Context: an optimization exercise on an open-source flow, tuned for small area, a short achievable clock period and few clock cycles. The choices shown serve that exercise and are no tape-out recipe. In this exercise RTL edits were held to simulation tests only and were not proved equivalent to the original. Power is estimated from default activity; no workload was simulated.

==> design/flow/design.v <==
module cpu(
    input  wire        clk_in,
    input  wire        rst_in,
    input  wire        rdy_in,
    input  wire [ 7:0] mem_din,
    output wire [ 7:0] mem_dout,
    output wire [31:0] mem_a,
    output wire        mem_wr,
    input  wire        io_buffer_full,
    output wire [31:0] dbgreg_dout
);
wire clk = clk_in;
wire rst = rst_in | ~rdy_in;
assign dbgreg_dout = 32'h0;
reg  [1:0] ph;
reg  [1:0] clrc;
wire       clr = rst | (clrc != 2'd0);
always @(posedge clk) begin
    if (rst) begin
        ph   <= 2'd0;
        clrc <= 2'd3;
    end else begin
        ph <= ph + 2'd1;
        if (clrc != 2'd0) clrc <= clrc - 2'd1;
    end
end
wire p0 = (ph == 2'd0);
wire p1 = (ph == 2'd1);
wire p2 = (ph == 2'd2);
wire p3 = (ph == 2'd3);
reg  [31:0] FB;           
reg         fbh;          
reg  [2:0]  fbi;          
reg  [15:0] FA;           
reg         rq_ok;        
reg  [1:0]  rq_b;         
reg         fa_ok;        
reg  [1:0]  fa_b;         
reg         tgtu;         
reg  [31:0] IR;           
reg         XV;           
reg         XF;           
reg  [29:0] XPC;          
reg  [17:0] MA;           
reg         MW;           
reg  [7:0]  MD;           
reg  [1:0]  mcnt;         
reg         mst;          
reg         lreq;         
reg         ldin;         
reg  [7:0]  A, B;         
reg  [7:0]  D1, D2, D3;   
reg  [7:0]  SD;           
reg         cy;           
reg         lcy;          
reg         eqa;          
reg         sflag;        
reg         sgn;          
reg  [4:0]  shreg;        
reg         lsgn;         
reg  [7:0]  Wd;           
reg         Wwe;
reg  [4:0]  Wrd;
assign mem_a    = {14'h0, MA};
assign mem_wr   = MW;
assign mem_dout = MD;
wire [4:0] opc   = IR[6:2];
wire [2:0] f3    = IR[14:12];
wire [4:0] rdi   = IR[11:7];
wire isLUI   = (opc == 5'b01101);
wire isAUIPC = (opc == 5'b00101);
wire isJAL   = (opc == 5'b11011);
wire isJALR  = (opc == 5'b11001);
wire isBR    = (opc == 5'b11000);
wire isLD    = (opc == 5'b00000);
wire isST    = (opc == 5'b01000);
wire isOPI   = (opc == 5'b00100);
wire isOP    = (opc == 5'b01100);
wire isALU   = isOP | isOPI;
wire isSLT   = isALU & (f3[2:1] == 2'b01);
wire isSR    = isALU & (f3 == 3'b101);
wire isSLL   = isALU & (f3 == 3'b001);
wire isSUB   = isOP & (f3 == 3'b000) & IR[30];
wire multi   = isLD | isSLT | isSR;
wire back    = isBR & IR[31];
wire x0 = XV & ~XF;       
wire x1 = XV &  XF;       
wire [31:0] immI = {{20{IR[31]}}, IR[31:20]};
wire [31:0] immS = {{20{IR[31]}}, IR[31:25], IR[11:7]};
wire [31:0] immU = {IR[31:12], 12'h0};
wire [29:0] immJ = {{12{IR[31]}}, IR[19:12], IR[20], IR[30:22]};          
wire [29:0] immB = {{20{IR[31]}}, IR[7], IR[30:25], IR[11:9]};           
wire [31:0] imm  = (isLUI | isAUIPC) ? immU : (isST ? immS : immI);
reg  [7:0]  immb;
always @(*) begin
    case (ph)
        2'd0: immb = imm[7:0];
        2'd1: immb = imm[15:8];
        2'd2: immb = imm[23:16];
        default: immb = imm[31:24];
    endcase
end
wire [29:0] TA = XPC + (isJAL ? immJ : immB);
reg [7:0] pcb;
always @(*) begin
    case (ph)
        2'd0: pcb = {XPC[5:0], 2'b00};
        2'd1: pcb = XPC[13:6];
        2'd2: pcb = XPC[21:14];
        default: pcb = XPC[29:22];
    endcase
end
wire [31:0] wsel;
wire [7:0]  wdat = clr ? 8'h00 : Wd;
wire [255:0] rdf;         
assign rdf[7:0] = 8'h00;
genvar g;
generate
    for (g = 1; g < 32; g = g + 1) begin : RF
        reg [7:0] b0, b1, b2, b3;
        assign wsel[g] = clr | (Wwe & (Wrd == g));
        always @(posedge clk) begin
            b0 <= b1;
            b1 <= b2;
            b2 <= wsel[g] ? wdat : b3;
            b3 <= b0;
        end
        assign rdf[g*8 +: 8] = b1;
    end
endgenerate
assign wsel[0] = 1'b0;
wire       irbusy = x0 & multi;                   
wire       rsel_fb = p3 & ~irbusy;
wire [4:0] rs1i = rsel_fb ? FB[19:15] : IR[19:15];
wire [4:0] rs2i = rsel_fb ? FB[24:20] : IR[24:20];
wire [7:0] rA = rdf[rs1i*8 +: 8];
wire [7:0] rB = rdf[rs2i*8 +: 8];
wire [7:0] Ae = isAUIPC ? pcb : (isLUI ? 8'h00 : A);
wire       useimm = isOPI | isLD | isST | isJALR | isLUI | isAUIPC;
wire [7:0] Be = useimm ? immb : B;
wire       dosub = isSUB | isBR | isSLT;
wire [7:0] Bx = dosub ? ~Be : Be;
wire       cin = p0 ? dosub : cy;
wire [8:0] sum = {1'b0, Ae} + {1'b0, Bx} + {8'h00, cin};
wire       eqn = (p0 ? 1'b1 : eqa) & (A == Be);
wire       ltu = ~sum[8];
wire       lts = (A[7] ^ Be[7]) ? A[7] : ~sum[8];
reg        taken;
always @(*) begin
    case (f3)
        3'b000: taken = eqn;
        3'b001: taken = ~eqn;
        3'b100: taken = lts;
        3'b101: taken = ~lts;
        3'b110: taken = ltu;
        default: taken = ~ltu;
    endcase
end
wire [8:0] lk = {1'b0, pcb} + (p0 ? 9'd4 : {8'h00, lcy});
wire [4:0]  sh = isOPI ? IR[24:20] : ((~XF & p0) ? B[4:0] : shreg);
wire [31:0] Wv = {A, D1, D2, D3};
wire        sr = isSR;
wire [4:0]  rot = sr ? (5'd24 + sh) : (5'd24 - sh);
wire [63:0] Wvv = {Wv, Wv} >> rot;
wire [7:0]  shraw = Wvv[7:0];
wire [5:0]  base8 = {1'b0, ph, 3'b000};
wire [6:0]  tl = {1'b0, base8} - {2'b00, sh};        
wire [6:0]  tr = {1'b0, base8} + {2'b00, sh};        
wire        fillb = IR[30] & sgn;
reg  [7:0]  shout;
integer j;
always @(*) begin
    for (j = 0; j < 8; j = j + 1) begin
        if (sr) shout[j] = ((tr + j) <= 7'd31) ? shraw[j] : fillb;
        else    shout[j] = ($signed(tl) + j >= 0) ? shraw[j] : 1'b0;
    end
end
wire [1:0] lw = f3[1:0];            
wire       ldv = (lw == 2'd2) | (ph == 2'd0) | ((lw == 2'd1) & (ph == 2'd1));
wire [7:0] ldb = ldv ? D1 : {8{lsgn & ~f3[2]}};
reg [7:0] Y;
always @(*) begin
    if (XF & isLD)            Y = ldb;
    else if (XF & isSLT)      Y = {7'h00, sflag & p0};
    else if (isSR | isSLL)    Y = shout;
    else if (isJAL | isJALR)  Y = lk[7:0];
    else if (isALU & (f3 == 3'b100)) Y = A ^ Be;
    else if (isALU & (f3 == 3'b110)) Y = A | Be;
    else if (isALU & (f3 == 3'b111)) Y = A & Be;
    else Y = sum[7:0];
end
wire writer = (x0 & (isLUI | isAUIPC | isJAL | isJALR | (isALU & ~multi))) |
              (x1 & (isLD | isSR | isSLT));
wire [1:0]  a1716 = rA[1:0] + {IR[31], IR[31]} + {1'b0, sum[8]};
wire [17:0] daddr = {a1716, sum[7:0], D1};
wire mstart = x0 & (isLD | isST) & p1;
wire mcont  = (mcnt != 2'd0);
wire mbusy  = mstart | mcont;            
wire brr   = x0 & isBR & p3;
wire red_jal  = x0 & isJAL & p0;
wire red_jalr = x0 & isJALR & p1;
wire red_bt   = brr & taken & ~(fbh & tgtu);       
wire red_bn   = brr & ~taken & tgtu;               
wire flush    = red_jal | red_jalr | red_bt | (red_bn & fbh);
wire [15:0] fa_red = red_jalr ? daddr[17:2] :
                     (red_bn ? (XPC[15:0] + 16'd2) : TA[15:0]);
wire        redir = red_jal | red_jalr | red_bt | red_bn;
wire arr     = fa_ok & ~flush;                     
wire fbh_end = fbh | (arr & (fa_b == 2'd3));       
wire xfer    = p3 & fbh & ~irbusy;                 
wire [15:0] fa_e  = redir ? fa_red : FA;
wire [2:0]  fbi_e = redir ? ((red_bn & ~fbh) ? 3'd4 : 3'd0) : fbi;
wire        want  = (fbi_e != 3'd4) | (p1 & ~irbusy);
wire        fiss  = want & ~mbusy;
wire [1:0]  fidx  = (fbi_e == 3'd4) ? 2'd0 : fbi_e[1:0];
wire        ovr   = x0 & back & ~tgtu & ~p3 & ~redir;
wire        ovr3  = ovr & fiss & (fidx == 2'd3);
always @(posedge clk) begin
    if (rst) begin
        fbh   <= 1'b0;
        fbi   <= 3'd0;
        FA    <= 16'h0;
        rq_ok <= 1'b0;
        fa_ok <= 1'b0;
        tgtu  <= 1'b0;
    end else begin
        if (arr) FB[fa_b*8 +: 8] <= mem_din;
        fa_ok <= rq_ok & ~flush;
        fa_b  <= rq_b;
        rq_ok <= fiss;
        rq_b  <= fidx;
        if (fiss) begin
            if (fidx == 2'd3) begin
                FA  <= ovr3 ? TA[15:0] : fa_e + 16'd1;
                fbi <= 3'd4;
            end else begin
                FA  <= fa_e;
                fbi <= {1'b0, fidx} + 3'd1;
            end
        end else begin
            FA  <= fa_e;
            fbi <= (xfer & (fbi_e == 3'd4) & ~redir) ? 3'd0 : fbi_e;
        end
        if (flush) fbh <= 1'b0;
        else if (xfer) fbh <= 1'b0;
        else fbh <= fbh_end;
        if (xfer | redir) tgtu <= 1'b0;
        else if (ovr3) tgtu <= 1'b1;
    end
end
wire squash = x0 & ((isBR & taken) | isJAL | isJALR);
wire [29:0] jtgt = {sum[7:0], D1, D2, D3[7:2]};
always @(posedge clk) begin
    if (rst) begin
        XV  <= 1'b0;
        XF  <= 1'b0;
        XPC <= 30'h0;
    end else if (p3) begin
        if (irbusy) begin
            XF <= 1'b1;
        end else if (fbh) begin
            IR <= FB;
            XV <= ~squash;
            XF <= 1'b0;
        end else begin
            XV <= 1'b0;
            XF <= 1'b0;
        end
        if (x0) begin
            if (isJAL | (isBR & taken)) XPC <= TA;
            else if (isJALR)            XPC <= jtgt;
            else                        XPC <= XPC + 30'd1;
        end
    end
end
always @(posedge clk) begin
    A  <= rA;
    B  <= rB;
    SD <= B;
    D2 <= D1;
    D3 <= D2;
    if (ldin)                D1 <= mem_din;
    else if (isSR | isSLL)   D1 <= A;
    else                     D1 <= sum[7:0];
    cy  <= sum[8];
    lcy <= lk[8];
    eqa <= eqn;
    if (x0 & p3) begin
        sflag <= isSLT & (f3[0] ? ltu : lts);
        sgn   <= A[7];
    end
    if (x0 & p0) shreg <= B[4:0];
    if (x1 & (ph == {1'b0, lw[0]})) lsgn <= D1[7];
    Wd  <= Y;
    Wrd <= rdi;
end
always @(posedge clk) begin
    if (rst) Wwe <= 1'b0;
    else     Wwe <= writer & (rdi != 5'd0);
end
always @(posedge clk) begin
    if (rst) begin
        MA   <= 18'h0;
        MW   <= 1'b0;
        mcnt <= 2'd0;
        mst  <= 1'b0;
        lreq <= 1'b0;
        ldin <= 1'b0;
    end else begin
        lreq <= 1'b0;
        ldin <= lreq;
        MW   <= 1'b0;
        if (mstart) begin
            MA   <= daddr;
            mcnt <= (lw == 2'd2) ? 2'd3 : {1'b0, lw[0]};
            mst  <= isST;
            MW   <= isST;
            lreq <= isLD;
        end else if (mcont) begin
            MA   <= MA + 18'd1;
            mcnt <= mcnt - 2'd1;
            MW   <= mst;
            lreq <= ~mst;
        end else if (fiss) begin
            MA <= {fa_e, fidx};
        end
    end
end
always @(posedge clk) MD <= SD;
endmodule
==> design/flow/run.sh <==
#!/bin/bash
# synth_recipe.tcl (not shown) runs the flow's synth.tcl, then flattens the netlist and writes it again
# the make line also repeats each setting of config.mk as NAME=value (left out here)
make -C /OpenROAD-flow-scripts/flow DESIGN_CONFIG=/design/flow/config.mk WORK_HOME=/design/flow/orfs CLKGATE_MAP_FILE= SYNTH_SCRIPT=/design/flow/synth_recipe.tcl finish
==> design/flow/config.mk <==
export PLATFORM = sky130hd
export DESIGN_NAME = cpu
export DESIGN_NICKNAME = cpu
export VERILOG_FILES = /design/flow/design.v
export SDC_FILE = /design/flow/constraint.sdc
export NUM_CORES = 8
export LEC_CHECK = 0
export CAP_MARGIN = 20
export CORE_MARGIN = 2
export CORE_UTILIZATION = 40
export SLEW_MARGIN = 20
==> design/flow/constraint.sdc <==
create_clock -name core_clock -period 12.0 [get_ports {clk_in}]
set_input_delay 2.4000 -clock core_clock [delete_from_list [all_inputs] [get_ports {clk_in}]]
set_output_delay 2.4000 -clock core_clock [all_outputs]
set_load 0.01 [all_outputs]
==> notes.md <==
-- power groups by stage --
stage	Clock [µW]	Sequential (µW)	Combinational, µW
5_1_grt	3940	4130	273
4_1_cts	3780	4130	250
3_3_place_gp	0	4220	247
3_5_place_dp	0	4220	248
2_1_floorplan	0	4200	181
6_report	3720	4130	255
-- sequential cells by signal (all words and copies together), names as in the netlist, 18 cells and up --
signal  cells
FB         30
RF.b2     248
XPC        30
RF.b1     248
IR         30
RF.b0     248
MA         18
RF.b3     248
-- cell families (layout without fill, tap and decap cells) --
family,count (synthesis),after routing,share of synthesized area (%)
other cells,1,46,0.00824
simple gates,1671,1671,16.0
flops,1220,1220,55.2
buf+inv,444,423,4.12
compound gates,796,796,11.8
mux,347,347,8.08
xor+xnor,113,113,2.17
fa+ha+maj,93,93,2.64
-- path summary, 6_finish.rpt --
path	to	from	cells after the start
worst max register to register	tgtu$_SDFFE_PP0P_	IR[4]$_DFFE_PP_	24
worst min register to register	RF[1].b1[7]$_DFF_P_	RF[1].b2[7]$_DFF_P_	0
worst min-delay path	RF[1].b1[7]$_DFF_P_	RF[1].b2[7]$_DFF_P_	0
worst max-delay path	tgtu$_SDFFE_PP0P_	IR[4]$_DFFE_PP_	24
-- worst register-to-register path: cells and delay by family (launching register included) --
kind	cells	cell delay [ns]
adders and majority gates	3	0.89
xor gates and xnor gates	1	0.16
buffers and inverters	1	0.08
muxes	2	0.69
DFF	1	0.62
and+or+nand+nor	8	3.08
AOI/OAI and AO/OA	9	3.13
-- Yosys cell counts, types with 24 or more instances --
library cell / instances / share of area, %
a21o_1: 25 / 0.41
a311oi_1: 98 / 1.9
inv_1: 100 / 0.82
nand2_1: 719 / 5.9
nor2_1: 463 / 3.8
xnor2_1: 72 / 1.4
o211ai_1: 63 / 1.0
edfxtp_1: 72 / 4.7
xor2_1: 41 / 0.79
nor3_1: 63 / 0.69
a211oi_1: 49 / 0.81
a21oi_1: 197 / 2.2
buf_1: 34 / 0.28
nand4_1: 24 / 0.33
and3_1: 91 / 1.3
clkbuf_1: 243 / 2.0
mux2i_1: 311 / 6.8
ha_1: 88 / 2.4
dfxtp_1: 1148 / 50
buf_4: 51 / 0.84
nand3_1: 191 / 2.1
o21ai_0: 161 / 1.8
-- stage by stage --
step	instance area, µm²	total power [µW]	utilization, %
2_1_floorplan	45700	4380	-
3_3_place_gp	47100	4470	41.9
3_5_place_dp	47200	4470	41.9
4_1_cts	51100	8160	45.3
5_1_grt	51100	8340	45.4
6_report	51100	8100	45.4
-- per-layer routing --
metal | global-route usage (%) | wire [µm] | up-vias
met5 | 0 | 0 | -
met1 | 32.0 | 61000 | 16542
met4 | 9.46 | 5860 | 0
met3 | 2.96 | 9300 | 309
met2 | 37.0 | 62100 | 1382
li1 | - | - | 15998
-- cell type report --
class | instances | area [µm²]
timing repair buffer | 109 | 936
sequential | 1220 | 25200
multi-input combinational | 3066 | 18800
clock buffer | 159 | 3340
tap | 1500 | 1880
inverter | 101 | 379
clock inverter | 54 | 602
fill | 10743 | 61600
==> flow_summary.ini <==
[floorplan]
core_um2 = 113000
fp.dieW_um = 341
num_io_pins = 85
num_rows = 123
die-area_um2 = 117000
die_y_um = 341
start_util_pct = 40.4

[finish]
drive_gt1_share_pct = 7.43
area_delta_synth_final_pct = 12.2
final_cell_mix = dfxtp_1, nand2_1, nor2_1
stdcell_count = 6209
diodes = 0
final_net_count = 4718
layout_commonest_cell = dfxtp_1

[worst_setup_path]
crit_family = compound AO/OA/AOI/OAI gates
worstSetupEndpointType = flip-flop
worstSetupPathType = reg -> reg
cpMaxStageDelayCell = nor4_1
cp_cell_sequence = nor4_1 -> nand2_1 -> mux2_2 -> a222oi_1 -> o32ai_1 -> mux2_2 -> xnor2_1 -> fa_1 -> inv_1 -> fa_1 -> nor2b_1 -> o31a_1 -> o22ai_1 -> o32a_1 -> o21a_1 -> o211a_2 -> nand2_1 -> ha_1 -> and2_1 -> o21ai_1 -> nand3_1 -> nor2_1 -> nor2_1 -> a2111oi_0
cp.arrival_ns = 9.35
path_buf_inv = 1
crit_fanout = 22
critPathLaunchType = flip-flop
r2r_slack_ns = 3.23
max_stage_delay_ns = 0.98
crit_required_ns = 12.58

[power_and_ir_drop]
leakagePower_uw = 0.0193
p_clk_share_pct = 45.9
internal-power_uw = 6290
p_per_area_nw_per_um2 = 159
p_seq_share_pct = 50.9
pwr-share-comb_pct = 3.2
power.share.switching_pct = 22.3
p_switching_uw = 1810
vdd_drop_max_v = 0.000142

[status]
status = no timing/DRC/antenna violations

[drt]
drt_wl_total_um = 138000
postRouteAntennaNets = 0
drc = 0
viasPerCell = 5.51
vias = 34231
wire_per_inst_um = 22.3
drt-initial-drc-count = 3242
drt_pass1_iterations = 8

[clock_tree]
cts-root-buf = clkbuf_16
clk_pin_slew_ns = 0.06
hold_buffers = 0
cts_inserted_buffers = 115
clock_path_buffers = 3
cts_tree = yes
postCtsSetupBuffers = 0
clk-insertion-delay-late_ns = 0.74
cts_sinks = 1220
h-tree-depth = 3
post_cts_resized = 0

[sta]
relSlewSlack_pct = 25.8
rsz0062_at_grt = false
fin_crit_sh_pct = 73.1
fin_hold_ws_ns = 0.278
post-route-min-period_ns = 8.77
fmax_ghz = 0.114
tightest_slew_ns = 1.10
finClkSkew_ns = 0.0698
hold_viol_final = 0
fin_ws_ns = 3.23
setup_tns_ns = 0
setup_viol = 0
slew_violations = 0

[global_routing]
grt_pass1_wl_um = 207000
grt_overflow_total = 0
grt_max_degree = 134
grt_pass1_vias = 31738
antenna_found_initial = 4
track_usage_pct = 23.2

[synth]
syn_inst = 4685
yosys_warnings = 1
async_reset_ff_share_pct = 0
synth_area_um2 = 45500
ys_ff_latch = 1220
synth_edf_count = 72
avgSynthCellArea_um2 = 9.72
synth_seq_area_share_pct = 55.2
synthFlopType = dfxtp_1
yosys.cell_types.count = 95

[placed_design]
portBuffers = 37
dpl.cell_count = 5996
dp_hpwl_um = 89100
globalplace.congestion = 0.963
pre_cts_slack_ns = 3.62

[min_path]
hold_path_class = reg -> reg

[flow_run]
max_cap_viol_count = 0
Testbench counts, summed over its fixed seeds: cycles 227,636.

[separate check: timing with driven ports]
Ports are ideal in the flow. The routed layout listed here was re-timed in OpenROAD. Step 1 assumes that a clkbuf_16 drives the clock port and a buf_2 every other input. Step 2, shift: input delay + t, output delay - t, t = (earliest + latest rising clock arrival at the registers) / 2. This alone moves slack from input paths to output paths. Three values: ideal, step 1, step 2; two values: the first two.
t, ns: 0.777
setup WS [ns]: 3.230 / 3.230 / 3.230
latest minus earliest clock arrival (ns): 0.072 / 0.073
worst register clock-pin slew, ns: 0.07 / 0.07
pins driven straight from the clock port: 1
After both steps setup and hold are still met in this run. For this run, drivers alone change the setup slack by 0.000 ns; drivers and shift together by 0.000 ns.
